Source: an optimization exercise on an open RTL-to-GDS flow (aim: small area, a short achievable clock period and few clock cycles per item). Production flows keep margins and buffers that such runs may drop. At most, simulation tests tie the RTL to the original design; equivalence was not proved. For run 1, only the layout was checked, not whether the RTL still works.

==> flow/design.v (outline; a module is shown in full before it is edited, if it fits) <==
// module sigmoid_unit: 593 lines
// module pfx_row_h3_11_11: 45 lines
// module pfx_row_h3_12_12: 51 lines
// module pfx_row_h3_13_13: 53 lines
// module pfx_row_h3_14_14: 57 lines
// module pfx_row_h3_15_15: 61 lines
// module pfx_row_bk_16_16: 67 lines
// module pfx_row_bk_17_16: 69 lines
module sigmoid_unit (
    input  wire               clk,
    input  wire               rst,
    input  wire               in_valid,
    input  wire signed [15:0] net_in,
    output wire               out_valid,
    output wire signed [31:0] f_net,
    output wire signed [31:0] x,
    output wire signed [31:0] y,
    output wire signed [31:0] z
);
  // ...
==> flow/flow/run.sh <==
#!/bin/bash
set -euo pipefail
export BUFFER_PORTS_ARGS="-buffer_cell sky130_fd_sc_hd__buf_2"
bash standard.sh > standard.log 2>&1
==> flow/standard.sh <==
#!/bin/bash
# synth_recipe.tcl (not shown) runs the flow's synth.tcl, then flattens the netlist and writes it again
# the make line also repeats each setting of config.mk as NAME=value (left out here)
make -C /OpenROAD-flow-scripts/flow DESIGN_CONFIG=/design/flow/config.mk WORK_HOME=/design/flow/orfs CLKGATE_MAP_FILE= SYNTH_SCRIPT=/design/flow/synth_recipe.tcl "${@:-finish}"
==> flow/config.mk <==
export PLATFORM = sky130hd
export DESIGN_NAME = sigmoid_unit
export DESIGN_NICKNAME = sigmoid_unit
export VERILOG_FILES = /design/flow/design.v
export SDC_FILE = /design/flow/constraint.sdc
export NUM_CORES = 4
export LEC_CHECK = 0
export ABC_AREA = 1
export CAP_MARGIN = 20
export CORE_MARGIN = 2
export CORE_UTILIZATION = 40
export SLEW_MARGIN = 20
==> flow/constraint.sdc <==
create_clock -name core_clock -period 62.0 [get_ports {clk}]
set_input_delay 12.4000 -clock core_clock [delete_from_list [all_inputs] [get_ports {clk}]]
set_output_delay 12.4000 -clock core_clock [all_outputs]
set_load 0.01 [all_outputs]
==> results_dict.tcl, run 1 <==
set metrics [dict create \
    status "no timing/DRC/antenna violations" \
    core_sq_um 27600 \
    area_growth_pct 6.66 \
    setup_tns_ps 0 \
    r2r-end "zr[3]" \
    grt.total_usage_pct 16.0 \
    holdCritStartpoint "v0" \
    drtPass1Iterations 4 \
    dp_slack_ps 49090 \
    fillers 2830 \
    taps 378 \
    drive_gt1_share_pct 11.2 \
    top_register "xr" \
    post-route-util_pct 43.1 \
    cts_buffers 9 \
    syn_inst 1450 \
    wl_met3_microns 595 \
    critical-path-top-delay-family "flip-flops" \
    via_per_inst 4.63 \
    synth_top_cell_area_share_pct 18.5 \
    whs_ps 405 \
    yosysUniqueCellTypes 49 \
    clockBufferDepth 2 \
    cp_cell_sequence "buf_2" \
    synth_commonest_cells "nand2_1, inv_1, ha_1" \
    highest_layer "met4" \
    grt_max_degree 47 \
    drc 0 \
    hp-class "flop to flop" \
    wl_per_cell_microns 11.8 \
    synth_top_family_by_area "adder cells" \
]
==> module sigmoid_unit, before the edit <==
module sigmoid_unit (
    input  wire               clk,
    input  wire               rst,
    input  wire               in_valid,
    input  wire signed [15:0] net_in,
    output wire               out_valid,
    output wire signed [31:0] f_net,
    output wire signed [31:0] x,
    output wire signed [31:0] y,
    output wire signed [31:0] z
);
reg [15:0] net_q;
reg        v0;
always @(posedge clk) begin
    net_q <= net_in;
    v0    <= in_valid & ~rst;
end
wire        s0 = net_q[15];
wire [15:0] d0 = (net_q ^ {16{s0}}) + {15'd0, s0} + 16'd1000;
wire [10:0] tk9 = 11'd1953;
wire [10:0] df9;
wire        ge9;
pfx_row_h3_11_11 row9 (.t(tk9), .d(d0[10:0]), .hz(~|d0[15:11]), .ge(ge9), .r(df9));
wire [10:0] tr9 = df9;
wire [11:0] tk8 = {tr9, 1'b0};
wire [11:0] df8;
wire        ge8;
pfx_row_h3_12_12 row8 (.t(tk8), .d(d0[11:0]), .hz(~|d0[15:12]), .ge(ge8), .r(df8));
wire [11:0] tr8 = df8;
wire [12:0] tk7 = {tr8, 1'b0};
wire [12:0] df7;
wire        ge7;
pfx_row_h3_13_13 row7 (.t(tk7), .d(d0[12:0]), .hz(~|d0[15:13]), .ge(ge7), .r(df7));
wire [12:0] tr7 = df7;
wire [13:0] tk6 = {tr7, 1'b0};
wire [13:0] df6;
wire        ge6;
pfx_row_h3_14_14 row6 (.t(tk6), .d(d0[13:0]), .hz(~|d0[15:14]), .ge(ge6), .r(df6));
wire [13:0] tr6 = df6;
wire [14:0] tk5 = {tr6, 1'b1};
wire [14:0] df5;
wire        ge5;
pfx_row_h3_15_15 row5 (.t(tk5), .d(d0[14:0]), .hz(~|d0[15:15]), .ge(ge5), .r(df5));
wire [14:0] tr5 = df5;
reg [15:0] d1;
reg        s1;
reg        v1;
reg [14:0] t1;
reg        q9_1;
reg        q8_1;
reg        q7_1;
reg        q6_1;
reg        q5_1;
always @(posedge clk) begin
    d1 <= d0;
    s1 <= s0;
    v1 <= v0 & ~rst;
    t1 <= tr5;
    q9_1 <= ge9;
    q8_1 <= ge8;
    q7_1 <= ge7;
    q6_1 <= ge6;
    q5_1 <= ge5;
end
wire [15:0] tk4 = {t1, 1'b1};
wire [15:0] df4;
wire        ge4;
pfx_row_bk_16_16 row4 (.t(tk4), .d(d1[15:0]), .hz(1'b1), .ge(ge4), .r(df4));
wire [15:0] tr4 = df4;
wire [16:0] tk3 = {tr4, 1'b1};
wire [15:0] df3;
wire        ge3;
pfx_row_bk_17_16 row3 (.t(tk3), .d(d1[15:0]), .hz(1'b1), .ge(ge3), .r(df3));
wire [15:0] tr3 = df3;
wire [16:0] tk2 = {tr3, 1'b1};
wire [15:0] df2;
wire        ge2;
pfx_row_bk_17_16 row2 (.t(tk2), .d(d1[15:0]), .hz(1'b1), .ge(ge2), .r(df2));
wire [15:0] tr2 = df2;
wire [16:0] tk1 = {tr2, 1'b1};
wire [15:0] df1;
wire        ge1;
pfx_row_bk_17_16 row1 (.t(tk1), .d(d1[15:0]), .hz(1'b1), .ge(ge1), .r(df1));
wire [15:0] tr1 = df1;
wire [16:0] tk0 = {tr1, 1'b1};
wire [15:0] df0;
wire        ge0;
pfx_row_bk_17_16 row0 (.t(tk0), .d(d1[15:0]), .hz(1'b1), .ge(ge0), .r(df0));
wire [8:0]  qh = {q9_1, q8_1, q7_1, q6_1, q5_1, ge4, ge3, ge2, ge1};
wire        q0 = ge0;
wire [8:0] v;
wire [9:0] v_p, v_g;
assign v_g[0] = 1'b0; assign v_p[0] = 1'b0;
assign v_p[1] = (~qh[0]) ^ (1'b0); assign v_g[1] = (~qh[0]) & (1'b0);
assign v_p[2] = (~qh[1]) ^ (1'b0); assign v_g[2] = (~qh[1]) & (1'b0);
assign v_p[3] = (~qh[2]) ^ (1'b1); assign v_g[3] = (~qh[2]) & (1'b1);
assign v_p[4] = (~qh[3]) ^ (1'b0); assign v_g[4] = (~qh[3]) & (1'b0);
assign v_p[5] = (~qh[4]) ^ (1'b1); assign v_g[5] = (~qh[4]) & (1'b1);
assign v_p[6] = (~qh[5]) ^ (1'b1); assign v_g[6] = (~qh[5]) & (1'b1);
assign v_p[7] = (~qh[6]) ^ (1'b1); assign v_g[7] = (~qh[6]) & (1'b1);
assign v_p[8] = (~qh[7]) ^ (1'b1); assign v_g[8] = (~qh[7]) & (1'b1);
assign v_p[9] = (~qh[8]) ^ (1'b1); assign v_g[9] = (~qh[8]) & (1'b1);
wire v_g0_1 = v_g[1] | (v_p[1] & v_g[0]);
wire v_p0_1 = v_p[1] & v_p[0];
wire v_g0_3 = v_g[3] | (v_p[3] & v_g[2]);
wire v_p0_3 = v_p[3] & v_p[2];
wire v_g0_5 = v_g[5] | (v_p[5] & v_g[4]);
wire v_p0_5 = v_p[5] & v_p[4];
wire v_g0_7 = v_g[7] | (v_p[7] & v_g[6]);
wire v_p0_7 = v_p[7] & v_p[6];
wire v_g0_9 = v_g[9] | (v_p[9] & v_g[8]);
wire v_p0_9 = v_p[9] & v_p[8];
wire v_g1_2 = v_g[2] | (v_p[2] & v_g0_1);
wire v_p1_2 = v_p[2] & v_p0_1;
wire v_g1_3 = v_g0_3 | (v_p0_3 & v_g0_1);
wire v_p1_3 = v_p0_3 & v_p0_1;
wire v_g1_6 = v_g[6] | (v_p[6] & v_g0_5);
wire v_p1_6 = v_p[6] & v_p0_5;
wire v_g1_7 = v_g0_7 | (v_p0_7 & v_g0_5);
wire v_p1_7 = v_p0_7 & v_p0_5;
wire v_g2_4 = v_g[4] | (v_p[4] & v_g1_3);
wire v_p2_4 = v_p[4] & v_p1_3;
wire v_g2_5 = v_g0_5 | (v_p0_5 & v_g1_3);
wire v_p2_5 = v_p0_5 & v_p1_3;
wire v_g2_6 = v_g1_6 | (v_p1_6 & v_g1_3);
wire v_p2_6 = v_p1_6 & v_p1_3;
wire v_g2_7 = v_g1_7 | (v_p1_7 & v_g1_3);
wire v_p2_7 = v_p1_7 & v_p1_3;
wire v_g3_8 = v_g[8] | (v_p[8] & v_g2_7);
wire v_p3_8 = v_p[8] & v_p2_7;
wire v_g3_9 = v_g0_9 | (v_p0_9 & v_g2_7);
wire v_p3_9 = v_p0_9 & v_p2_7;
assign v[0] = v_p[1] ^ v_g[0];
assign v[1] = v_p[2] ^ v_g0_1;
assign v[2] = v_p[3] ^ v_g1_2;
assign v[3] = v_p[4] ^ v_g1_3;
assign v[4] = v_p[5] ^ v_g2_4;
assign v[5] = v_p[6] ^ v_g2_5;
assign v[6] = v_p[7] ^ v_g2_6;
assign v[7] = v_p[8] ^ v_g2_7;
assign v[8] = v_p[9] ^ v_g3_8;
wire [9:0] nv;
wire [10:0] nv_p, nv_g;
assign nv_g[0] = 1'b0; assign nv_p[0] = 1'b0;
assign nv_p[1] = (qh[0]) ^ (1'b1); assign nv_g[1] = (qh[0]) & (1'b1);
assign nv_p[2] = (qh[1]) ^ (1'b0); assign nv_g[2] = (qh[1]) & (1'b0);
assign nv_p[3] = (qh[2]) ^ (1'b1); assign nv_g[3] = (qh[2]) & (1'b1);
assign nv_p[4] = (qh[3]) ^ (1'b1); assign nv_g[4] = (qh[3]) & (1'b1);
assign nv_p[5] = (qh[4]) ^ (1'b0); assign nv_g[5] = (qh[4]) & (1'b0);
assign nv_p[6] = (qh[5]) ^ (1'b0); assign nv_g[6] = (qh[5]) & (1'b0);
assign nv_p[7] = (qh[6]) ^ (1'b0); assign nv_g[7] = (qh[6]) & (1'b0);
assign nv_p[8] = (qh[7]) ^ (1'b0); assign nv_g[8] = (qh[7]) & (1'b0);
assign nv_p[9] = (qh[8]) ^ (1'b0); assign nv_g[9] = (qh[8]) & (1'b0);
assign nv_p[10] = (1'b0) ^ (1'b1); assign nv_g[10] = (1'b0) & (1'b1);
wire nv_g0_1 = nv_g[1] | (nv_p[1] & nv_g[0]);
wire nv_p0_1 = nv_p[1] & nv_p[0];
wire nv_g0_3 = nv_g[3] | (nv_p[3] & nv_g[2]);
wire nv_p0_3 = nv_p[3] & nv_p[2];
wire nv_g0_5 = nv_g[5] | (nv_p[5] & nv_g[4]);
wire nv_p0_5 = nv_p[5] & nv_p[4];
wire nv_g0_7 = nv_g[7] | (nv_p[7] & nv_g[6]);
wire nv_p0_7 = nv_p[7] & nv_p[6];
wire nv_g0_9 = nv_g[9] | (nv_p[9] & nv_g[8]);
wire nv_p0_9 = nv_p[9] & nv_p[8];
wire nv_g1_2 = nv_g[2] | (nv_p[2] & nv_g0_1);
wire nv_p1_2 = nv_p[2] & nv_p0_1;
wire nv_g1_3 = nv_g0_3 | (nv_p0_3 & nv_g0_1);
wire nv_p1_3 = nv_p0_3 & nv_p0_1;
wire nv_g1_6 = nv_g[6] | (nv_p[6] & nv_g0_5);
wire nv_p1_6 = nv_p[6] & nv_p0_5;
wire nv_g1_7 = nv_g0_7 | (nv_p0_7 & nv_g0_5);
wire nv_p1_7 = nv_p0_7 & nv_p0_5;
wire nv_g1_10 = nv_g[10] | (nv_p[10] & nv_g0_9);
wire nv_p1_10 = nv_p[10] & nv_p0_9;
wire nv_g2_4 = nv_g[4] | (nv_p[4] & nv_g1_3);
wire nv_p2_4 = nv_p[4] & nv_p1_3;
wire nv_g2_5 = nv_g0_5 | (nv_p0_5 & nv_g1_3);
wire nv_p2_5 = nv_p0_5 & nv_p1_3;
wire nv_g2_6 = nv_g1_6 | (nv_p1_6 & nv_g1_3);
wire nv_p2_6 = nv_p1_6 & nv_p1_3;
wire nv_g2_7 = nv_g1_7 | (nv_p1_7 & nv_g1_3);
wire nv_p2_7 = nv_p1_7 & nv_p1_3;
wire nv_g3_8 = nv_g[8] | (nv_p[8] & nv_g2_7);
wire nv_p3_8 = nv_p[8] & nv_p2_7;
wire nv_g3_9 = nv_g0_9 | (nv_p0_9 & nv_g2_7);
wire nv_p3_9 = nv_p0_9 & nv_p2_7;
wire nv_g3_10 = nv_g1_10 | (nv_p1_10 & nv_g2_7);
wire nv_p3_10 = nv_p1_10 & nv_p2_7;
assign nv[0] = nv_p[1] ^ nv_g[0];
assign nv[1] = nv_p[2] ^ nv_g0_1;
assign nv[2] = nv_p[3] ^ nv_g1_2;
assign nv[3] = nv_p[4] ^ nv_g1_3;
assign nv[4] = nv_p[5] ^ nv_g2_4;
assign nv[5] = nv_p[6] ^ nv_g2_5;
assign nv[6] = nv_p[7] ^ nv_g2_6;
assign nv[7] = nv_p[8] ^ nv_g2_7;
assign nv[8] = nv_p[9] ^ nv_g3_8;
assign nv[9] = nv_p[10] ^ nv_g3_9;
wire [9:0] zp;
wire [10:0] zp_p, zp_g;
assign zp_g[0] = 1'b0; assign zp_p[0] = 1'b0;
assign zp_p[1] = (~qh[0]) ^ (1'b0); assign zp_g[1] = (~qh[0]) & (1'b0);
assign zp_p[2] = (~qh[1]) ^ (1'b0); assign zp_g[2] = (~qh[1]) & (1'b0);
assign zp_p[3] = (~qh[2]) ^ (1'b0); assign zp_g[3] = (~qh[2]) & (1'b0);
assign zp_p[4] = (~qh[3]) ^ (1'b1); assign zp_g[4] = (~qh[3]) & (1'b1);
assign zp_p[5] = (~qh[4]) ^ (1'b0); assign zp_g[5] = (~qh[4]) & (1'b0);
assign zp_p[6] = (~qh[5]) ^ (1'b1); assign zp_g[6] = (~qh[5]) & (1'b1);
assign zp_p[7] = (~qh[6]) ^ (1'b1); assign zp_g[7] = (~qh[6]) & (1'b1);
assign zp_p[8] = (~qh[7]) ^ (1'b1); assign zp_g[8] = (~qh[7]) & (1'b1);
assign zp_p[9] = (~qh[8]) ^ (1'b1); assign zp_g[9] = (~qh[8]) & (1'b1);
assign zp_p[10] = (1'b1) ^ (1'b1); assign zp_g[10] = (1'b1) & (1'b1);
wire zp_g0_1 = zp_g[1] | (zp_p[1] & zp_g[0]);
wire zp_p0_1 = zp_p[1] & zp_p[0];
wire zp_g0_3 = zp_g[3] | (zp_p[3] & zp_g[2]);
wire zp_p0_3 = zp_p[3] & zp_p[2];
wire zp_g0_5 = zp_g[5] | (zp_p[5] & zp_g[4]);
wire zp_p0_5 = zp_p[5] & zp_p[4];
wire zp_g0_7 = zp_g[7] | (zp_p[7] & zp_g[6]);
wire zp_p0_7 = zp_p[7] & zp_p[6];
wire zp_g0_9 = zp_g[9] | (zp_p[9] & zp_g[8]);
wire zp_p0_9 = zp_p[9] & zp_p[8];
wire zp_g1_2 = zp_g[2] | (zp_p[2] & zp_g0_1);
wire zp_p1_2 = zp_p[2] & zp_p0_1;
wire zp_g1_3 = zp_g0_3 | (zp_p0_3 & zp_g0_1);
wire zp_p1_3 = zp_p0_3 & zp_p0_1;
wire zp_g1_6 = zp_g[6] | (zp_p[6] & zp_g0_5);
wire zp_p1_6 = zp_p[6] & zp_p0_5;
wire zp_g1_7 = zp_g0_7 | (zp_p0_7 & zp_g0_5);
wire zp_p1_7 = zp_p0_7 & zp_p0_5;
wire zp_g1_10 = zp_g[10] | (zp_p[10] & zp_g0_9);
wire zp_p1_10 = zp_p[10] & zp_p0_9;
wire zp_g2_4 = zp_g[4] | (zp_p[4] & zp_g1_3);
wire zp_p2_4 = zp_p[4] & zp_p1_3;
wire zp_g2_5 = zp_g0_5 | (zp_p0_5 & zp_g1_3);
wire zp_p2_5 = zp_p0_5 & zp_p1_3;
wire zp_g2_6 = zp_g1_6 | (zp_p1_6 & zp_g1_3);
wire zp_p2_6 = zp_p1_6 & zp_p1_3;
wire zp_g2_7 = zp_g1_7 | (zp_p1_7 & zp_g1_3);
wire zp_p2_7 = zp_p1_7 & zp_p1_3;
wire zp_g3_8 = zp_g[8] | (zp_p[8] & zp_g2_7);
wire zp_p3_8 = zp_p[8] & zp_p2_7;
wire zp_g3_9 = zp_g0_9 | (zp_p0_9 & zp_g2_7);
wire zp_p3_9 = zp_p0_9 & zp_p2_7;
wire zp_g3_10 = zp_g1_10 | (zp_p1_10 & zp_g2_7);
wire zp_p3_10 = zp_p1_10 & zp_p2_7;
assign zp[0] = zp_p[1] ^ zp_g[0];
assign zp[1] = zp_p[2] ^ zp_g0_1;
assign zp[2] = zp_p[3] ^ zp_g1_2;
assign zp[3] = zp_p[4] ^ zp_g1_3;
assign zp[4] = zp_p[5] ^ zp_g2_4;
assign zp[5] = zp_p[6] ^ zp_g2_5;
assign zp[6] = zp_p[7] ^ zp_g2_6;
assign zp[7] = zp_p[8] ^ zp_g2_7;
assign zp[8] = zp_p[9] ^ zp_g3_8;
assign zp[9] = zp_p[10] ^ zp_g3_9;
wire [9:0] qh1;
wire [10:0] qh1_p, qh1_g;
assign qh1_g[0] = 1'b1; assign qh1_p[0] = 1'b0;
assign qh1_p[1] = (qh[0]) ^ (1'b0); assign qh1_g[1] = (qh[0]) & (1'b0);
assign qh1_p[2] = (qh[1]) ^ (1'b0); assign qh1_g[2] = (qh[1]) & (1'b0);
assign qh1_p[3] = (qh[2]) ^ (1'b0); assign qh1_g[3] = (qh[2]) & (1'b0);
assign qh1_p[4] = (qh[3]) ^ (1'b0); assign qh1_g[4] = (qh[3]) & (1'b0);
assign qh1_p[5] = (qh[4]) ^ (1'b0); assign qh1_g[5] = (qh[4]) & (1'b0);
assign qh1_p[6] = (qh[5]) ^ (1'b0); assign qh1_g[6] = (qh[5]) & (1'b0);
assign qh1_p[7] = (qh[6]) ^ (1'b0); assign qh1_g[7] = (qh[6]) & (1'b0);
assign qh1_p[8] = (qh[7]) ^ (1'b0); assign qh1_g[8] = (qh[7]) & (1'b0);
assign qh1_p[9] = (qh[8]) ^ (1'b0); assign qh1_g[9] = (qh[8]) & (1'b0);
assign qh1_p[10] = (1'b0) ^ (1'b0); assign qh1_g[10] = (1'b0) & (1'b0);
wire qh1_g0_1 = qh1_g[1] | (qh1_p[1] & qh1_g[0]);
wire qh1_p0_1 = qh1_p[1] & qh1_p[0];
wire qh1_g0_3 = qh1_g[3] | (qh1_p[3] & qh1_g[2]);
wire qh1_p0_3 = qh1_p[3] & qh1_p[2];
wire qh1_g0_5 = qh1_g[5] | (qh1_p[5] & qh1_g[4]);
wire qh1_p0_5 = qh1_p[5] & qh1_p[4];
wire qh1_g0_7 = qh1_g[7] | (qh1_p[7] & qh1_g[6]);
wire qh1_p0_7 = qh1_p[7] & qh1_p[6];
wire qh1_g0_9 = qh1_g[9] | (qh1_p[9] & qh1_g[8]);
wire qh1_p0_9 = qh1_p[9] & qh1_p[8];
wire qh1_g1_2 = qh1_g[2] | (qh1_p[2] & qh1_g0_1);
wire qh1_p1_2 = qh1_p[2] & qh1_p0_1;
wire qh1_g1_3 = qh1_g0_3 | (qh1_p0_3 & qh1_g0_1);
wire qh1_p1_3 = qh1_p0_3 & qh1_p0_1;
wire qh1_g1_6 = qh1_g[6] | (qh1_p[6] & qh1_g0_5);
wire qh1_p1_6 = qh1_p[6] & qh1_p0_5;
wire qh1_g1_7 = qh1_g0_7 | (qh1_p0_7 & qh1_g0_5);
wire qh1_p1_7 = qh1_p0_7 & qh1_p0_5;
wire qh1_g1_10 = qh1_g[10] | (qh1_p[10] & qh1_g0_9);
wire qh1_p1_10 = qh1_p[10] & qh1_p0_9;
wire qh1_g2_4 = qh1_g[4] | (qh1_p[4] & qh1_g1_3);
wire qh1_p2_4 = qh1_p[4] & qh1_p1_3;
wire qh1_g2_5 = qh1_g0_5 | (qh1_p0_5 & qh1_g1_3);
wire qh1_p2_5 = qh1_p0_5 & qh1_p1_3;
wire qh1_g2_6 = qh1_g1_6 | (qh1_p1_6 & qh1_g1_3);
wire qh1_p2_6 = qh1_p1_6 & qh1_p1_3;
wire qh1_g2_7 = qh1_g1_7 | (qh1_p1_7 & qh1_g1_3);
wire qh1_p2_7 = qh1_p1_7 & qh1_p1_3;
wire qh1_g3_8 = qh1_g[8] | (qh1_p[8] & qh1_g2_7);
wire qh1_p3_8 = qh1_p[8] & qh1_p2_7;
wire qh1_g3_9 = qh1_g0_9 | (qh1_p0_9 & qh1_g2_7);
wire qh1_p3_9 = qh1_p0_9 & qh1_p2_7;
wire qh1_g3_10 = qh1_g1_10 | (qh1_p1_10 & qh1_g2_7);
wire qh1_p3_10 = qh1_p1_10 & qh1_p2_7;
assign qh1[0] = qh1_p[1] ^ qh1_g[0];
assign qh1[1] = qh1_p[2] ^ qh1_g0_1;
assign qh1[2] = qh1_p[3] ^ qh1_g1_2;
assign qh1[3] = qh1_p[4] ^ qh1_g1_3;
assign qh1[4] = qh1_p[5] ^ qh1_g2_4;
assign qh1[5] = qh1_p[6] ^ qh1_g2_5;
assign qh1[6] = qh1_p[7] ^ qh1_g2_6;
assign qh1[7] = qh1_p[8] ^ qh1_g2_7;
assign qh1[8] = qh1_p[9] ^ qh1_g3_8;
assign qh1[9] = qh1_p[10] ^ qh1_g3_9;
wire [9:0]  yv  = s1 ? (q0 ? {nv[8:0], 1'b0} : {~v, 1'b1}) : {v, ~q0};
wire [9:0]  zv  = s1 ? (q0 ? qh1 : {1'b0, qh}) : zp;
wire        yneg0 = s1 & (d1 >= 16'd1002);
wire        yneg1 = s1 & (d1 != 16'd1001);
wire        yneg2 = s1 & ((|d1[15:10]) | (d1[9:0] >= 10'd1002));
wire        yneg3 = s1 & (d1[15:1] != 15'd500);
wire [15:0] nn;
wire [16:0] nn_p, nn_g;
assign nn_g[0] = 1'b0; assign nn_p[0] = 1'b0;
assign nn_p[1] = (d1[0] ^ s1) ^ (s1); assign nn_g[1] = (d1[0] ^ s1) & (s1);
assign nn_p[2] = (d1[1] ^ s1) ^ (1'b0); assign nn_g[2] = (d1[1] ^ s1) & (1'b0);
assign nn_p[3] = (d1[2] ^ s1) ^ (1'b0); assign nn_g[3] = (d1[2] ^ s1) & (1'b0);
assign nn_p[4] = (d1[3] ^ s1) ^ (1'b1); assign nn_g[4] = (d1[3] ^ s1) & (1'b1);
assign nn_p[5] = (d1[4] ^ s1) ^ (~s1); assign nn_g[5] = (d1[4] ^ s1) & (~s1);
assign nn_p[6] = (d1[5] ^ s1) ^ (s1); assign nn_g[6] = (d1[5] ^ s1) & (s1);
assign nn_p[7] = (d1[6] ^ s1) ^ (s1); assign nn_g[7] = (d1[6] ^ s1) & (s1);
assign nn_p[8] = (d1[7] ^ s1) ^ (s1); assign nn_g[8] = (d1[7] ^ s1) & (s1);
assign nn_p[9] = (d1[8] ^ s1) ^ (s1); assign nn_g[9] = (d1[8] ^ s1) & (s1);
assign nn_p[10] = (d1[9] ^ s1) ^ (s1); assign nn_g[10] = (d1[9] ^ s1) & (s1);
assign nn_p[11] = (d1[10] ^ s1) ^ (~s1); assign nn_g[11] = (d1[10] ^ s1) & (~s1);
assign nn_p[12] = (d1[11] ^ s1) ^ (~s1); assign nn_g[12] = (d1[11] ^ s1) & (~s1);
assign nn_p[13] = (d1[12] ^ s1) ^ (~s1); assign nn_g[13] = (d1[12] ^ s1) & (~s1);
assign nn_p[14] = (d1[13] ^ s1) ^ (~s1); assign nn_g[14] = (d1[13] ^ s1) & (~s1);
assign nn_p[15] = (d1[14] ^ s1) ^ (~s1); assign nn_g[15] = (d1[14] ^ s1) & (~s1);
assign nn_p[16] = (d1[15] ^ s1) ^ (~s1); assign nn_g[16] = (d1[15] ^ s1) & (~s1);
wire nn_g0_1 = nn_g[1] | (nn_p[1] & nn_g[0]);
wire nn_p0_1 = nn_p[1] & nn_p[0];
wire nn_g1_2 = nn_g[2] | (nn_p[2] & nn_g0_1);
wire nn_p1_2 = nn_p[2] & nn_p0_1;
wire nn_g2_3 = nn_g[3] | (nn_p[3] & nn_g1_2);
wire nn_p2_3 = nn_p[3] & nn_p1_2;
wire nn_g3_4 = nn_g[4] | (nn_p[4] & nn_g2_3);
wire nn_p3_4 = nn_p[4] & nn_p2_3;
wire nn_g4_5 = nn_g[5] | (nn_p[5] & nn_g3_4);
wire nn_p4_5 = nn_p[5] & nn_p3_4;
wire nn_g5_6 = nn_g[6] | (nn_p[6] & nn_g4_5);
wire nn_p5_6 = nn_p[6] & nn_p4_5;
wire nn_g6_7 = nn_g[7] | (nn_p[7] & nn_g5_6);
wire nn_p6_7 = nn_p[7] & nn_p5_6;
wire nn_g7_8 = nn_g[8] | (nn_p[8] & nn_g6_7);
wire nn_p7_8 = nn_p[8] & nn_p6_7;
wire nn_g8_9 = nn_g[9] | (nn_p[9] & nn_g7_8);
wire nn_p8_9 = nn_p[9] & nn_p7_8;
wire nn_g9_10 = nn_g[10] | (nn_p[10] & nn_g8_9);
wire nn_p9_10 = nn_p[10] & nn_p8_9;
wire nn_g10_11 = nn_g[11] | (nn_p[11] & nn_g9_10);
wire nn_p10_11 = nn_p[11] & nn_p9_10;
wire nn_g11_12 = nn_g[12] | (nn_p[12] & nn_g10_11);
wire nn_p11_12 = nn_p[12] & nn_p10_11;
wire nn_g12_13 = nn_g[13] | (nn_p[13] & nn_g11_12);
wire nn_p12_13 = nn_p[13] & nn_p11_12;
wire nn_g13_14 = nn_g[14] | (nn_p[14] & nn_g12_13);
wire nn_p13_14 = nn_p[14] & nn_p12_13;
wire nn_g14_15 = nn_g[15] | (nn_p[15] & nn_g13_14);
wire nn_p14_15 = nn_p[15] & nn_p13_14;
wire nn_g15_16 = nn_g[16] | (nn_p[16] & nn_g14_15);
wire nn_p15_16 = nn_p[16] & nn_p14_15;
assign nn[0] = nn_p[1] ^ nn_g[0];
assign nn[1] = nn_p[2] ^ nn_g0_1;
assign nn[2] = nn_p[3] ^ nn_g1_2;
assign nn[3] = nn_p[4] ^ nn_g2_3;
assign nn[4] = nn_p[5] ^ nn_g3_4;
assign nn[5] = nn_p[6] ^ nn_g4_5;
assign nn[6] = nn_p[7] ^ nn_g5_6;
assign nn[7] = nn_p[8] ^ nn_g6_7;
assign nn[8] = nn_p[9] ^ nn_g7_8;
assign nn[9] = nn_p[10] ^ nn_g8_9;
assign nn[10] = nn_p[11] ^ nn_g9_10;
assign nn[11] = nn_p[12] ^ nn_g10_11;
assign nn[12] = nn_p[13] ^ nn_g11_12;
assign nn[13] = nn_p[14] ^ nn_g12_13;
assign nn[14] = nn_p[15] ^ nn_g13_14;
assign nn[15] = nn_p[16] ^ nn_g14_15;
wire [21:0] n22  = {{6{s1}}, nn};
wire [21:0] x1;
wire [22:0] x1_p, x1_g;
assign x1_g[0] = 1'b0; assign x1_p[0] = 1'b0;
assign x1_p[1] = (n22[0]) ^ (1'b0); assign x1_g[1] = (n22[0]) & (1'b0);
assign x1_p[2] = (n22[1]) ^ (1'b0); assign x1_g[2] = (n22[1]) & (1'b0);
assign x1_p[3] = (n22[2]) ^ (1'b0); assign x1_g[3] = (n22[2]) & (1'b0);
assign x1_p[4] = (n22[3]) ^ (1'b0); assign x1_g[4] = (n22[3]) & (1'b0);
assign x1_p[5] = (n22[4]) ^ (1'b0); assign x1_g[5] = (n22[4]) & (1'b0);
assign x1_p[6] = (n22[5]) ^ (1'b0); assign x1_g[6] = (n22[5]) & (1'b0);
assign x1_p[7] = (n22[6]) ^ (1'b0); assign x1_g[7] = (n22[6]) & (1'b0);
assign x1_p[8] = (n22[7]) ^ (n22[0]); assign x1_g[8] = (n22[7]) & (n22[0]);
assign x1_p[9] = (n22[8]) ^ (n22[1]); assign x1_g[9] = (n22[8]) & (n22[1]);
assign x1_p[10] = (n22[9]) ^ (n22[2]); assign x1_g[10] = (n22[9]) & (n22[2]);
assign x1_p[11] = (n22[10]) ^ (n22[3]); assign x1_g[11] = (n22[10]) & (n22[3]);
assign x1_p[12] = (n22[11]) ^ (n22[4]); assign x1_g[12] = (n22[11]) & (n22[4]);
assign x1_p[13] = (n22[12]) ^ (n22[5]); assign x1_g[13] = (n22[12]) & (n22[5]);
assign x1_p[14] = (n22[13]) ^ (n22[6]); assign x1_g[14] = (n22[13]) & (n22[6]);
assign x1_p[15] = (n22[14]) ^ (n22[7]); assign x1_g[15] = (n22[14]) & (n22[7]);
assign x1_p[16] = (n22[15]) ^ (n22[8]); assign x1_g[16] = (n22[15]) & (n22[8]);
assign x1_p[17] = (n22[16]) ^ (n22[9]); assign x1_g[17] = (n22[16]) & (n22[9]);
assign x1_p[18] = (n22[17]) ^ (n22[10]); assign x1_g[18] = (n22[17]) & (n22[10]);
assign x1_p[19] = (n22[18]) ^ (n22[11]); assign x1_g[19] = (n22[18]) & (n22[11]);
assign x1_p[20] = (n22[19]) ^ (n22[12]); assign x1_g[20] = (n22[19]) & (n22[12]);
assign x1_p[21] = (n22[20]) ^ (n22[13]); assign x1_g[21] = (n22[20]) & (n22[13]);
assign x1_p[22] = (n22[21]) ^ (n22[14]); assign x1_g[22] = (n22[21]) & (n22[14]);
wire x1_g0_1 = x1_g[1] | (x1_p[1] & x1_g[0]);
wire x1_p0_1 = x1_p[1] & x1_p[0];
wire x1_g1_2 = x1_g[2] | (x1_p[2] & x1_g0_1);
wire x1_p1_2 = x1_p[2] & x1_p0_1;
wire x1_g2_3 = x1_g[3] | (x1_p[3] & x1_g1_2);
wire x1_p2_3 = x1_p[3] & x1_p1_2;
wire x1_g3_4 = x1_g[4] | (x1_p[4] & x1_g2_3);
wire x1_p3_4 = x1_p[4] & x1_p2_3;
wire x1_g4_5 = x1_g[5] | (x1_p[5] & x1_g3_4);
wire x1_p4_5 = x1_p[5] & x1_p3_4;
wire x1_g5_6 = x1_g[6] | (x1_p[6] & x1_g4_5);
wire x1_p5_6 = x1_p[6] & x1_p4_5;
wire x1_g6_7 = x1_g[7] | (x1_p[7] & x1_g5_6);
wire x1_p6_7 = x1_p[7] & x1_p5_6;
wire x1_g7_8 = x1_g[8] | (x1_p[8] & x1_g6_7);
wire x1_p7_8 = x1_p[8] & x1_p6_7;
wire x1_g8_9 = x1_g[9] | (x1_p[9] & x1_g7_8);
wire x1_p8_9 = x1_p[9] & x1_p7_8;
wire x1_g9_10 = x1_g[10] | (x1_p[10] & x1_g8_9);
wire x1_p9_10 = x1_p[10] & x1_p8_9;
wire x1_g10_11 = x1_g[11] | (x1_p[11] & x1_g9_10);
wire x1_p10_11 = x1_p[11] & x1_p9_10;
wire x1_g11_12 = x1_g[12] | (x1_p[12] & x1_g10_11);
wire x1_p11_12 = x1_p[12] & x1_p10_11;
wire x1_g12_13 = x1_g[13] | (x1_p[13] & x1_g11_12);
wire x1_p12_13 = x1_p[13] & x1_p11_12;
wire x1_g13_14 = x1_g[14] | (x1_p[14] & x1_g12_13);
wire x1_p13_14 = x1_p[14] & x1_p12_13;
wire x1_g14_15 = x1_g[15] | (x1_p[15] & x1_g13_14);
wire x1_p14_15 = x1_p[15] & x1_p13_14;
wire x1_g15_16 = x1_g[16] | (x1_p[16] & x1_g14_15);
wire x1_p15_16 = x1_p[16] & x1_p14_15;
wire x1_g16_17 = x1_g[17] | (x1_p[17] & x1_g15_16);
wire x1_p16_17 = x1_p[17] & x1_p15_16;
wire x1_g17_18 = x1_g[18] | (x1_p[18] & x1_g16_17);
wire x1_p17_18 = x1_p[18] & x1_p16_17;
wire x1_g18_19 = x1_g[19] | (x1_p[19] & x1_g17_18);
wire x1_p18_19 = x1_p[19] & x1_p17_18;
wire x1_g19_20 = x1_g[20] | (x1_p[20] & x1_g18_19);
wire x1_p19_20 = x1_p[20] & x1_p18_19;
wire x1_g20_21 = x1_g[21] | (x1_p[21] & x1_g19_20);
wire x1_p20_21 = x1_p[21] & x1_p19_20;
wire x1_g21_22 = x1_g[22] | (x1_p[22] & x1_g20_21);
wire x1_p21_22 = x1_p[22] & x1_p20_21;
assign x1[0] = x1_p[1] ^ x1_g[0];
assign x1[1] = x1_p[2] ^ x1_g0_1;
assign x1[2] = x1_p[3] ^ x1_g1_2;
assign x1[3] = x1_p[4] ^ x1_g2_3;
assign x1[4] = x1_p[5] ^ x1_g3_4;
assign x1[5] = x1_p[6] ^ x1_g4_5;
assign x1[6] = x1_p[7] ^ x1_g5_6;
assign x1[7] = x1_p[8] ^ x1_g6_7;
assign x1[8] = x1_p[9] ^ x1_g7_8;
assign x1[9] = x1_p[10] ^ x1_g8_9;
assign x1[10] = x1_p[11] ^ x1_g9_10;
assign x1[11] = x1_p[12] ^ x1_g10_11;
assign x1[12] = x1_p[13] ^ x1_g11_12;
assign x1[13] = x1_p[14] ^ x1_g12_13;
assign x1[14] = x1_p[15] ^ x1_g13_14;
assign x1[15] = x1_p[16] ^ x1_g14_15;
assign x1[16] = x1_p[17] ^ x1_g15_16;
assign x1[17] = x1_p[18] ^ x1_g16_17;
assign x1[18] = x1_p[19] ^ x1_g17_18;
assign x1[19] = x1_p[20] ^ x1_g18_19;
assign x1[20] = x1_p[21] ^ x1_g19_20;
assign x1[21] = x1_p[22] ^ x1_g20_21;
wire [21:0] xx;
wire [22:0] xx_p, xx_g;
assign xx_g[0] = 1'b1; assign xx_p[0] = 1'b0;
assign xx_p[1] = (x1[0]) ^ (1'b1); assign xx_g[1] = (x1[0]) & (1'b1);
assign xx_p[2] = (x1[1]) ^ (1'b1); assign xx_g[2] = (x1[1]) & (1'b1);
assign xx_p[3] = (x1[2]) ^ (~n22[0]); assign xx_g[3] = (x1[2]) & (~n22[0]);
assign xx_p[4] = (x1[3]) ^ (~n22[1]); assign xx_g[4] = (x1[3]) & (~n22[1]);
assign xx_p[5] = (x1[4]) ^ (~n22[2]); assign xx_g[5] = (x1[4]) & (~n22[2]);
assign xx_p[6] = (x1[5]) ^ (~n22[3]); assign xx_g[6] = (x1[5]) & (~n22[3]);
assign xx_p[7] = (x1[6]) ^ (~n22[4]); assign xx_g[7] = (x1[6]) & (~n22[4]);
assign xx_p[8] = (x1[7]) ^ (~n22[5]); assign xx_g[8] = (x1[7]) & (~n22[5]);
assign xx_p[9] = (x1[8]) ^ (~n22[6]); assign xx_g[9] = (x1[8]) & (~n22[6]);
assign xx_p[10] = (x1[9]) ^ (~n22[7]); assign xx_g[10] = (x1[9]) & (~n22[7]);
assign xx_p[11] = (x1[10]) ^ (~n22[8]); assign xx_g[11] = (x1[10]) & (~n22[8]);
assign xx_p[12] = (x1[11]) ^ (~n22[9]); assign xx_g[12] = (x1[11]) & (~n22[9]);
assign xx_p[13] = (x1[12]) ^ (~n22[10]); assign xx_g[13] = (x1[12]) & (~n22[10]);
assign xx_p[14] = (x1[13]) ^ (~n22[11]); assign xx_g[14] = (x1[13]) & (~n22[11]);
assign xx_p[15] = (x1[14]) ^ (~n22[12]); assign xx_g[15] = (x1[14]) & (~n22[12]);
assign xx_p[16] = (x1[15]) ^ (~n22[13]); assign xx_g[16] = (x1[15]) & (~n22[13]);
assign xx_p[17] = (x1[16]) ^ (~n22[14]); assign xx_g[17] = (x1[16]) & (~n22[14]);
assign xx_p[18] = (x1[17]) ^ (~n22[15]); assign xx_g[18] = (x1[17]) & (~n22[15]);
assign xx_p[19] = (x1[18]) ^ (~n22[16]); assign xx_g[19] = (x1[18]) & (~n22[16]);
assign xx_p[20] = (x1[19]) ^ (~n22[17]); assign xx_g[20] = (x1[19]) & (~n22[17]);
assign xx_p[21] = (x1[20]) ^ (~n22[18]); assign xx_g[21] = (x1[20]) & (~n22[18]);
assign xx_p[22] = (x1[21]) ^ (~n22[19]); assign xx_g[22] = (x1[21]) & (~n22[19]);
wire xx_g0_1 = xx_g[1] | (xx_p[1] & xx_g[0]);
wire xx_p0_1 = xx_p[1] & xx_p[0];
wire xx_g1_2 = xx_g[2] | (xx_p[2] & xx_g0_1);
wire xx_p1_2 = xx_p[2] & xx_p0_1;
wire xx_g2_3 = xx_g[3] | (xx_p[3] & xx_g1_2);
wire xx_p2_3 = xx_p[3] & xx_p1_2;
wire xx_g3_4 = xx_g[4] | (xx_p[4] & xx_g2_3);
wire xx_p3_4 = xx_p[4] & xx_p2_3;
wire xx_g4_5 = xx_g[5] | (xx_p[5] & xx_g3_4);
wire xx_p4_5 = xx_p[5] & xx_p3_4;
wire xx_g5_6 = xx_g[6] | (xx_p[6] & xx_g4_5);
wire xx_p5_6 = xx_p[6] & xx_p4_5;
wire xx_g6_7 = xx_g[7] | (xx_p[7] & xx_g5_6);
wire xx_p6_7 = xx_p[7] & xx_p5_6;
wire xx_g7_8 = xx_g[8] | (xx_p[8] & xx_g6_7);
wire xx_p7_8 = xx_p[8] & xx_p6_7;
wire xx_g8_9 = xx_g[9] | (xx_p[9] & xx_g7_8);
wire xx_p8_9 = xx_p[9] & xx_p7_8;
wire xx_g9_10 = xx_g[10] | (xx_p[10] & xx_g8_9);
wire xx_p9_10 = xx_p[10] & xx_p8_9;
wire xx_g10_11 = xx_g[11] | (xx_p[11] & xx_g9_10);
wire xx_p10_11 = xx_p[11] & xx_p9_10;
wire xx_g11_12 = xx_g[12] | (xx_p[12] & xx_g10_11);
wire xx_p11_12 = xx_p[12] & xx_p10_11;
wire xx_g12_13 = xx_g[13] | (xx_p[13] & xx_g11_12);
wire xx_p12_13 = xx_p[13] & xx_p11_12;
wire xx_g13_14 = xx_g[14] | (xx_p[14] & xx_g12_13);
wire xx_p13_14 = xx_p[14] & xx_p12_13;
wire xx_g14_15 = xx_g[15] | (xx_p[15] & xx_g13_14);
wire xx_p14_15 = xx_p[15] & xx_p13_14;
wire xx_g15_16 = xx_g[16] | (xx_p[16] & xx_g14_15);
wire xx_p15_16 = xx_p[16] & xx_p14_15;
wire xx_g16_17 = xx_g[17] | (xx_p[17] & xx_g15_16);
wire xx_p16_17 = xx_p[17] & xx_p15_16;
wire xx_g17_18 = xx_g[18] | (xx_p[18] & xx_g16_17);
wire xx_p17_18 = xx_p[18] & xx_p16_17;
wire xx_g18_19 = xx_g[19] | (xx_p[19] & xx_g17_18);
wire xx_p18_19 = xx_p[19] & xx_p17_18;
wire xx_g19_20 = xx_g[20] | (xx_p[20] & xx_g18_19);
wire xx_p19_20 = xx_p[20] & xx_p18_19;
wire xx_g20_21 = xx_g[21] | (xx_p[21] & xx_g19_20);
wire xx_p20_21 = xx_p[21] & xx_p19_20;
wire xx_g21_22 = xx_g[22] | (xx_p[22] & xx_g20_21);
wire xx_p21_22 = xx_p[22] & xx_p20_21;
assign xx[0] = xx_p[1] ^ xx_g[0];
assign xx[1] = xx_p[2] ^ xx_g0_1;
assign xx[2] = xx_p[3] ^ xx_g1_2;
assign xx[3] = xx_p[4] ^ xx_g2_3;
assign xx[4] = xx_p[5] ^ xx_g3_4;
assign xx[5] = xx_p[6] ^ xx_g4_5;
assign xx[6] = xx_p[7] ^ xx_g5_6;
assign xx[7] = xx_p[8] ^ xx_g6_7;
assign xx[8] = xx_p[9] ^ xx_g7_8;
assign xx[9] = xx_p[10] ^ xx_g8_9;
assign xx[10] = xx_p[11] ^ xx_g9_10;
assign xx[11] = xx_p[12] ^ xx_g10_11;
assign xx[12] = xx_p[13] ^ xx_g11_12;
assign xx[13] = xx_p[14] ^ xx_g12_13;
assign xx[14] = xx_p[15] ^ xx_g13_14;
assign xx[15] = xx_p[16] ^ xx_g14_15;
assign xx[16] = xx_p[17] ^ xx_g15_16;
assign xx[17] = xx_p[18] ^ xx_g16_17;
assign xx[18] = xx_p[19] ^ xx_g17_18;
assign xx[19] = xx_p[20] ^ xx_g18_19;
assign xx[20] = xx_p[21] ^ xx_g19_20;
assign xx[21] = xx_p[22] ^ xx_g20_21;
reg        vo;
reg [2:0] xs;
reg [3:0] ys;
reg [21:0] xr;
reg [9:0]  yr;
reg [9:0]  zr;
always @(posedge clk) begin
    vo <= v1 & ~rst;
    xs[0] <= s1;
    xs[1] <= s1 & (d1 != 16'd1000);
    xs[2] <= nn[15];
    ys[0] <= yneg0;
    ys[1] <= yneg1;
    ys[2] <= yneg2;
    ys[3] <= yneg3;
    xr <= xx;
    yr <= yv;
    zr <= zv;
end
assign out_valid = vo;
assign x     = {xs[0], xs[0], xs[0], xs[1], xs[1], xs[2], xs[2], xr, 3'b000};
assign y     = {ys[0], ys[0], ys[0], ys[0], ys[0], ys[0], ys[1], ys[1], ys[1], ys[1], ys[1], ys[2], ys[2], ys[2], ys[2], ys[2], ys[2], ys[3], ys[3], ys[3], ys[3], ys[3], yr};
assign z     = {21'd0, zr, yr[0]};
assign f_net = {22'd0, zr};
endmodule
==> run 2: changes to the inputs <==
--- a/flow/design.v
+++ b/flow/design.v
@@ -18,3 +18,3 @@
 wire        s0 = net_q[15];
-wire [15:0] d0 = (net_q ^ {16{s0}}) + {15'd0, s0} + 16'd1000;
+wire [15:0] d0 = ((net_q ^ {16{s0}}) + {15'd0, s0} + 16'd1000);
 wire [10:0] tk9 = 11'd1953;
--- a/flow/config.mk
+++ b/flow/config.mk
@@ -11,2 +11,4 @@
 export CORE_UTILIZATION = 40
+export CTS_CLUSTER_DIAMETER = 500
+export CTS_CLUSTER_SIZE = 100
 export SLEW_MARGIN = 20
==> run 2 against run 1 <==
Effect of this change:
- hold slack did not move
- first-iteration DRC count unchanged
- via count is the same
- non-clock buffer count did not move
- critical path depth unchanged
- sequential cell count stayed put
- sequential share of layout area did not move
- still clean on timing, DRC and antenna
==> results_dict.tcl, run 2 <==
set metrics [dict create \
    end_kind "output pin" \
    clockBufferDepth 2 \
    whs_ps 405 \
    cts_buffers 9 \
    hold_buffers 0 \
    finalWeightedCongestion 0.862 \
    synth-edff-count 0 \
    status "no timing/DRC/antenna violations" \
    drv_cap 0 \
    fin_crit_sh_pct 21.4 \
    cp_slowest_cell "dfxtp_1" \
    postCtsSetupRepairBufs 0 \
    crit_path_max_fanout 6 \
    syn_area_sq_um 11200 \
    drtPass1Iterations 4 \
    yosysUniqueCellTypes 49 \
    maxSlewViolCount 0 \
    final_nets 1739 \
    mostFrequentLayoutCell "nand2_1" \
    area_growth_pct 6.66 \
    via_per_inst 4.63 \
    setup_viol 0 \
    hold_depth 2 \
    r2r-end "zr[3]" \
    core_sq_um 27600 \
    largest_registers "xr: 22 flops, d1: 16 flops, net_q: 16 flops" \
    cts_root_buf "clkbuf_16" \
    drc 0 \
    drive_gt1_share_pct 11.2 \
    clock_latency_ps 360 \
    rsz0062_at_grt "no" \
    fmax_mhz 75.3 \
    ys_top_cells_by_area "dfxtp_1, ha_1, fa_1" \
    finalHoldViolations 0 \
    io_buffers 101 \
    ant_nets 0 \
    grt_overflow_total 0 \
    holdCritStartpoint "v0" \
    layout_common_cells "nand2_1, inv_1, ha_1" \
    antenna_cells 0 \
    path_class "flop to output pin" \
    clock-sinks 103 \
    top_register "xr" \
    setup_tns_ps 0 \
    crit_required_ps 49600 \
    synth_commonest_cells "nand2_1, inv_1, ha_1" \
    dp_hpwl_mm 18.7 \
    initial_core_util_pct 40.4 \
    grt.total_usage_pct 16.0 \
    wl_per_cell_microns 11.8 \
    tightest_slew_ps 773 \
    routed_wl_mm 22.2 \
    grt_first_pass_wirelength_mm 37.7 \
    io_pins 148 \
    async_reset_ff_share_pct 0 \
    hp-class "flop to flop" \
    ys.warnings.count 1 \
    clkTransAtPathRegs_ps 80 \
    grt_pass1_vias 8292 \
    antenna_found_initial 0 \
    critical-path-top-delay-family "flip-flops" \
    multi_input_area_sq_um 7780 \
    largest_reg_flops 22 \
    fillers 2830 \
    grt_max_degree 47 \
    synth_top_cell_area_share_pct 18.5 \
    dieArea_sq_um 29200 \
    holdPathEnd "v1" \
    die_h_microns 171 \
    relSlewSlack_pct 48.1 \
    r2r_start "d1[2]" \
    synth_area_per_cell_sq_um 7.69 \
    syn_inst 1450 \
    cpPeakStageDelay_ps 370 \
    critPathArrivalTime_ps 880 \
    yosysMostFrequentCell "nand2_1" \
    yosysSeqAreaShare_pct 18.5 \
    cp-start-kind "flop" \
    synth_flop_cell "dfxtp_1" \
    period_needed_ps 13280 \
    ys_seq_elements 103 \
    clock_skew_ps 14.0 \
    regArea_sq_um 2060 \
    std_cell_rows 61 \
    cts_resized 0 \
    cp_cell_sequence "buf_2" \
    first_iter_violations 291 \
    num_vias 8715 \
    reg2regPathDepth 58 \
    reg2reg_slack_ps 49820 \
    cts_max_level 3 \
    cts_tree "built" \
    chipWidth_microns 171 \
    synth_top_area_cell "dfxtp_1" \
    path_buf_inv 1 \
]
## run 2: cell counts in the layout (fill, tap and decap cells not counted)
No cell type changed its count.
## run 2: cell families after synthesis
kind of cell | after synthesis | share of synthesized area (%)
buffers and inverters | 305 | 13.4
AOI/OAI and AO/OA | 189 | 9.35
xor gates and xnor gates | 96 | 7.67
adders and majority gates | 220 | 30.1
other | 1 | 0.0336
DFF | 103 | 18.5
and+or+nand+nor | 536 | 21.0
## run 2: per-layer routing
| metal | vias to the layer above | part of all wire [%] | wire, microns | GRT usage, % |
|---|---|---|---|---|
| li1 | 4619 | - | - | - |
| met1 | 3926 | 47 | 10400 | 19.4 |
| met2 | 150 | 48 | 10700 | 29.5 |
| met3 | 20 | 2.7 | 595 | 1.71 |
| met4 | 0 | 2.0 | 445 | 5.05 |
| met5 | - | 0 | 0 | 0 |
## run 2: tightest hold or removal path: cells and delay by family (launching register included)
family,cells,cell delay (ps)
flip-flops,1,300
buffers and inverters,1,40
AND/OR/NAND/NOR,1,30
## run 2: worst max path at each step
| stage | startpoint | endpoint | slack (ps) | cells after the start |
|---|---|---|---|---|
| 2_1_floorplan | ys[2] | y[16] | 49030 | 1 |
| 3_3_place_gp | ys[0] | y[28] | 49100 | 1 |
| 3_5_place_dp | ys[0] | y[30] | 49090 | 1 |
| 4_1_cts | ys[0] | y[30] | 48710 | 1 |
| 5_1_grt | d1[2] | zr[3] | 48310 | 59 |
| 6_report | ys[0] | y[30] | 48720 | 1 |
## run 2: metrics by stage
| stage | instance area (sq um) | utilization (%) | instances | setup slack, ps |
|---|---|---|---|---|
| 6_report | 11900 | 43.1 | 1883 | 48720 |
| 2_1_floorplan | 11300 | - | 1495 | 49030 |
| 4_1_cts | 11900 | 43.0 | 1883 | 48710 |
| 3_5_place_dp | 11600 | 41.9 | 1867 | 49090 |
| 5_1_grt | 11900 | 43.1 | 1883 | 48310 |
| 3_3_place_gp | 11600 | 41.9 | 1867 | 49100 |
## run 2: layout make-up
type                    count  share of cell area [%]
multi-input cells        1087                    65.4
flip-flops and latches    103                    17.3
inverters                 193                    6.09
clock inverters             5                   0.536
repair buffers            106                    4.56
well taps                 378                    3.97
clock buffers              11                    2.12
Testbench counts of run 2, summed over its fixed seeds: cycles 16,024, items 16,000.
==> run 3: changes to the inputs <==
==> flow/flow/run.sh (replaced) <==
#!/bin/bash
set -euo pipefail
export BUFFER_PORTS_ARGS="-buffer_cell sky130_fd_sc_hd__buf_1"
bash standard.sh > standard.log 2>&1
--- a/flow/config.mk
+++ b/flow/config.mk
@@ -11,4 +11,2 @@
 export CORE_UTILIZATION = 40
-export CTS_CLUSTER_DIAMETER = 500
-export CTS_CLUSTER_SIZE = 100
 export SLEW_MARGIN = 20
==> run 3 against run 2 <==
Effect of this change:
- sequential cell count did not move
- wire length up 0.55%
- register-to-register slack worse by 400 ps
- synthesized cell count stayed put
- non-clock buffer count decreased by 1
- via count rose by 0.79%
- design area fell by 1.3%
- global-route usage rose by 0.25 points
- critical endpoint is now y[29]
- highest routed layer unchanged
==> results_dict.tcl, run 3 <==
set metrics [dict create \
    cpPeakStageDelay_ps 390 \
    num_vias 8784 \
    clkTransAtPathRegs_ps 80 \
    syn_area_sq_um 11200 \
    cts_max_level 3 \
    antenna_found_initial 0 \
    post_dp_cell_area_sq_um 11400 \
    dp_cells 1866 \
    synth_flop_cell "dfxtp_1" \
    chipWidth_microns 171 \
    synth_commonest_cells "nand2_1, inv_1, ha_1" \
    relSlewSlack_pct 45.0 \
    cp-start-kind "flop" \
    first_iter_violations 295 \
    async_reset_ff_share_pct 0 \
    path_class "flop to output pin" \
    critical-path-top-delay-family "flip-flops" \
    critPathArrivalTime_ps 900 \
    postCtsSetupRepairBufs 0 \
    drive_gt1_share_pct 4.26 \
    clockBufferDepth 2 \
    r2r_start "d1[3]" \
    hp-class "flop to flop" \
    fin_crit_sh_pct 21.5 \
    drtPass1Iterations 5 \
    grt_overflow_total 0 \
    drc 0 \
    reg2reg_slack_ps 49420 \
    dp_hpwl_mm 18.9 \
    holdCritStartpoint "v1" \
    synth_top_cell_area_share_pct 18.5 \
    finalWeightedCongestion 0.878 \
    antenna_cells 0 \
    cts_root_buf "clkbuf_16" \
    dieArea_sq_um 29200 \
    tightest_slew_ps 819 \
    largest_reg_flops 22 \
    r2r-end "zr[3]" \
    layout_common_cells "nand2_1, inv_1, ha_1" \
    path_buf_inv 1 \
    grt_first_pass_wirelength_mm 38.6 \
    fmax_mhz 75.2 \
    status "no timing/DRC/antenna violations" \
    fin_area_sq_um 11700 \
    finalHoldViolations 0 \
    synth-edff-count 0 \
    cp_cell_sequence "buf_1" \
    mostFrequentLayoutCell "nand2_1" \
    setup_tns_ps 0 \
    reg2regPathDepth 57 \
    maxSlewViolCount 0 \
    ys_seq_elements 103 \
    syn_inst 1450 \
    end_kind "output pin" \
    ys.warnings.count 1 \
    yosysUniqueCellTypes 49 \
    ant_nets 0 \
    die_h_microns 171 \
    cts_resized 0 \
    holdPathEnd "vo" \
    clock-sinks 103 \
    clock_skew_ps 11.6 \
    via_per_inst 4.67 \
    cp_slowest_cell "dfxtp_1" \
    yosysSeqAreaShare_pct 18.5 \
    routed_wl_mm 22.3 \
    drv_cap 0 \
    synth_area_per_cell_sq_um 7.69 \
    grt_max_degree 47 \
    final_nets 1738 \
    cts_buffers 9 \
    top_register "xr" \
    synth_top_area_cell "dfxtp_1" \
    initial_core_util_pct 40.4 \
    core_sq_um 27600 \
    yosysMostFrequentCell "nand2_1" \
    clock_latency_ps 350 \
    hold_depth 2 \
    hold_buffers 0 \
    rsz0062_at_grt "no" \
    wl_per_cell_microns 11.8 \
    area_growth_pct 5.24 \
    ys_top_cells_by_area "dfxtp_1, ha_1, fa_1" \
    grt_pass1_vias 8404 \
    io_buffers 101 \
    io_pins 148 \
    cts_tree "built" \
    grt.total_usage_pct 16.2 \
    finalNonFillerCells 1882 \
    std_cell_rows 61 \
    whs_ps 407 \
    period_needed_ps 13300 \
    crit_path_max_fanout 6 \
    crit_required_ps 49600 \
    setup_viol 0 \
    largest_registers "xr: 22 flops, d1: 16 flops, net_q: 16 flops" \
]
-- run 3: cell count changes in the layout (fill, tap and decap cells not counted), sizes merged --
| cell | change |
|---|---|
| clkbuf | +1 |
| clkinv | -1 |
| buf | -1 |
-- run 3: area by class of cell --
class                   instances  area (sq um)
fillers                      2867         15900
multi-input cells            1087          7780
flip-flops and latches        103          2060
inverters                     193           724
well taps                     378           473
repair buffers                105           409
clock buffers                  12           236
clock inverters                 4          55.1
-- run 3: how the worst max path moves through the flow --
stage	from	to	slack (ps)	depth (start not counted)
global route	d1[2]	zr[3]	47820	58
finish	ys[0]	y[29]	48700	1
CTS	ys[0]	y[29]	48680	1
detailed placement	ys[0]	y[29]	49060	1
floorplan	ys[2]	y[16]	49030	1
global placement	ys[0]	y[28]	49070	1
-- run 3: logic make-up (layout without fill, tap and decap cells) --
kind of cell	after synthesis	after routing	share of synthesized area (%)
AND/OR/NAND/NOR	536	536	21.0
AO/OA/AOI/OAI	189	189	9.35
other	1	46	0.0336
XOR/XNOR	96	96	7.67
buffers and inverters	305	314	13.4
flip-flops	103	103	18.5
adder cells (fa/ha/maj)	220	220	30.1
-- run 3: metrics by stage --
step | worst slack [ps] | util [%]
2_1_floorplan | 49030 | -
3_3_place_gp | 49070 | 41.4
3_5_place_dp | 49060 | 41.4
4_1_cts | 48680 | 42.5
5_1_grt | 47820 | 42.5
6_report | 48700 | 42.5
-- run 3: per-layer routing --
metal	vias to the layer above	track usage (%)	share of wire (%)
met1	4001	20.2	46
met5	-	0	0
li1	4613	-	-
met2	151	29.8	49
met3	19	1.57	2.7
met4	0	4.57	1.7
==> run 4: changes to the inputs <==
==> flow/flow/run.sh (replaced) <==
#!/bin/bash
set -euo pipefail
export BUFFER_PORTS_ARGS="-buffer_cell sky130_fd_sc_hd__buf_1"

bash standard.sh > standard.log 2>&1
--- a/flow/config.mk
+++ b/flow/config.mk
@@ -11,2 +11,3 @@
 export CORE_UTILIZATION = 40
+export CTS_BUF_LIST = sky130_fd_sc_hd__clkbuf_4 sky130_fd_sc_hd__clkbuf_8
 export SLEW_MARGIN = 20
==> run 4 against run 3 <==
Effect of this change:
- die area stayed put
- highest routed layer unchanged
- worst setup slack worse by 37 ps
- critical endpoint unchanged
==> results_dict.tcl, run 4 <==
set metrics [dict create \
    status "no timing/DRC/antenna violations" \
    crit_path_max_fanout 6 \
    grt_pass1_vias 8416 \
    finalWeightedCongestion 0.878 \
    cts_max_level 3 \
    drc 0 \
    chipWidth_microns 171 \
    crit_required_ps 49600 \
    hold_buffers 0 \
    critPathArrivalTime_ps 940 \
    antenna_cells 0 \
    layout_common_cells "nand2_1, inv_1, ha_1" \
    wl_per_cell_microns 11.8 \
    yosysSeqAreaShare_pct 18.5 \
    fillers 2888 \
    dp_hpwl_mm 18.9 \
    cts_root_buf "clkbuf_8" \
    endpoint "y[29]" \
    io_buffers 101 \
    cp_cell_sequence "buf_1" \
    grt.total_usage_pct 16.2 \
    syn_inst 1450 \
    end_kind "output pin" \
    synth_top_cell_area_share_pct 18.5 \
    cts_resized 0 \
    postCtsSetupRepairBufs 0 \
    antenna_found_initial 0 \
    core_sq_um 27600 \
    clkTransAtPathRegs_ps 110 \
    maxSlewViolCount 0 \
    finalHoldViolations 0 \
    relSlewSlack_pct 43.3 \
    critical-path-top-delay-family "flip-flops" \
    hp-class "flop to flop" \
    yosysMostFrequentCell "nand2_1" \
    synth_top_area_cell "dfxtp_1" \
    routed_wl_mm 22.3 \
    drv_cap 0 \
    clock_latency_ps 390 \
    drtPass1Iterations 4 \
    top_register "xr" \
    std_cell_rows 61 \
    io_pins 148 \
    drive_gt1_share_pct 4.45 \
    ys.warnings.count 1 \
    clockBufferDepth 2 \
    fin_crit_sh_pct 21.5 \
    ys_seq_elements 103 \
    largest_reg_flops 22 \
    yosysUniqueCellTypes 49 \
    grt_first_pass_wirelength_mm 38.6 \
    post_dp_cell_area_sq_um 11400 \
    whs_ps 412 \
    r2r_start "d1[2]" \
    path_class "flop to output pin" \
    die_h_microns 171 \
    setup_viol 0 \
    cp_slowest_cell "dfxtp_1" \
    area_growth_pct 4.43 \
    rsz0062_at_grt "no" \
    first_iter_violations 310 \
    cp.depth 1 \
    final_nets 1738 \
    period_needed_ps 13340 \
    r2r-end "zr[3]" \
    cp-start-kind "flop" \
    startpoint "ys[0]" \
    initial_core_util_pct 40.4 \
    cts_tree "built" \
    fin_area_sq_um 11600 \
    fmax_mhz 75.0 \
    cts_buffers 9 \
    largest_registers "xr: 22 flops, d1: 16 flops, net_q: 16 flops" \
    ant_nets 0 \
    synth_area_per_cell_sq_um 7.69 \
    clock_skew_ps 19.7 \
    synth-edff-count 0 \
    synth_commonest_cells "nand2_1, inv_1, ha_1" \
    synth_flop_cell "dfxtp_1" \
    grt_max_degree 47 \
    dieArea_sq_um 29200 \
    clock-sinks 103 \
    ys_top_cells_by_area "dfxtp_1, ha_1, fa_1" \
    reg2reg_slack_ps 49430 \
    mostFrequentLayoutCell "nand2_1" \
    cpPeakStageDelay_ps 400 \
    tightest_slew_ps 845 \
    via_per_inst 4.64 \
    syn_area_sq_um 11200 \
    num_vias 8741 \
    grt_overflow_total 0 \
    path_buf_inv 1 \
    setup_tns_ps 0 \
    reg2regPathDepth 57 \
    async_reset_ff_share_pct 0 \
]
-- run 4: cell families after synthesis --
group           synth area share [%]
simple gates                    21.0
buf+inv                         13.4
fa+ha+maj                       30.1
compound gates                  9.35
xor+xnor                        7.67
other cells                   0.0336
flops                           18.5
-- run 4: layout make-up --
type                       instances  area (sq um)  share of cell area [%]
clock buffer                      12           146                    1.26
timing repair buffer             105           409                    3.51
clock inverter                     4          55.1                   0.473
multi-input combinational       1087          7780                    66.8
sequential                       103          2060                    17.7
tap                              378           473                    4.06
inverter                         193           724                    6.22
-- run 4: per-stage QoR --
step / setup WS (ps) / std cells / utilization, %
after floorplan: 49030 / 1495 / -
after global placement: 49070 / 1866 / 41.4
after detailed placement: 49060 / 1866 / 41.4
after CTS: 48630 / 1882 / 42.1
after global routing: 47790 / 1882 / 42.2
final: 48660 / 1882 / 42.2
-- run 4: how the worst min path moves through the flow --
stage | start | to | slack [ps] | cells past startpoint
after floorplan | net_q[15] | s1 | 370 | 0
after global placement | v0 | v1 | 390 | 2
after detailed placement | v0 | v1 | 400 | 2
after CTS | v0 | v1 | 420 | 2
after global routing | v0 | v1 | 430 | 2
final | v1 | vo | 410 | 2
-- run 4: per-layer routing --
layer / vias to the layer above / share of wire, % / track usage (%)
met2: 132 / 49 / 29.8
met5: - / 0 / 0
li1: 4607 / - / -
met1: 3977 / 46 / 20.2
met3: 25 / 3.4 / 1.57
met4: 0 / 1.8 / 4.57

## static timing again, ports no longer ideal
No port has a modelled driver above. Below, the same layouts with a new extraction and two added sets of constraints.
Step 1 (the two cells are an assumption about what drives the block):
set clk [get_ports {clk}]
set_driving_cell -lib_cell sky130_fd_sc_hd__clkbuf_16 $clk
set_driving_cell -lib_cell sky130_fd_sc_hd__buf_2 [delete_from_list [all_inputs] $clk]
Step 2 adds t to the input delays and takes it off the output delays; t is the mean of the earliest and latest rising clock arrival at the registers after step 1. Input paths then give back, and output paths get back, about the clock's delay inside the block.
Slacks: ideal / step 1 / step 2; pairs: ideal / step 1.
run | t (ns) | setup WS [ns] | hold slack, ns | clock arrival spread, ns | pins driven straight from the clock port
run 1 | 0.403 | 48.725 / 48.677 / 49.080 | 0.405 / 0.405 / 0.405 | 0.015 / 0.015 | 1
run 2 | 0.403 | 48.725 / 48.677 / 49.080 | 0.405 / 0.405 / 0.405 | 0.015 / 0.015 | 1
run 3 | 0.390 | 48.695 / 48.654 / 49.043 | 0.407 / 0.407 / 0.407 | 0.013 / 0.013 | 1
run 4 | 0.416 | 48.658 / 48.621 / 49.037 | 0.412 / 0.412 / 0.412 | 0.020 / 0.020 | 1
After both steps setup and hold are still met in every run listed.
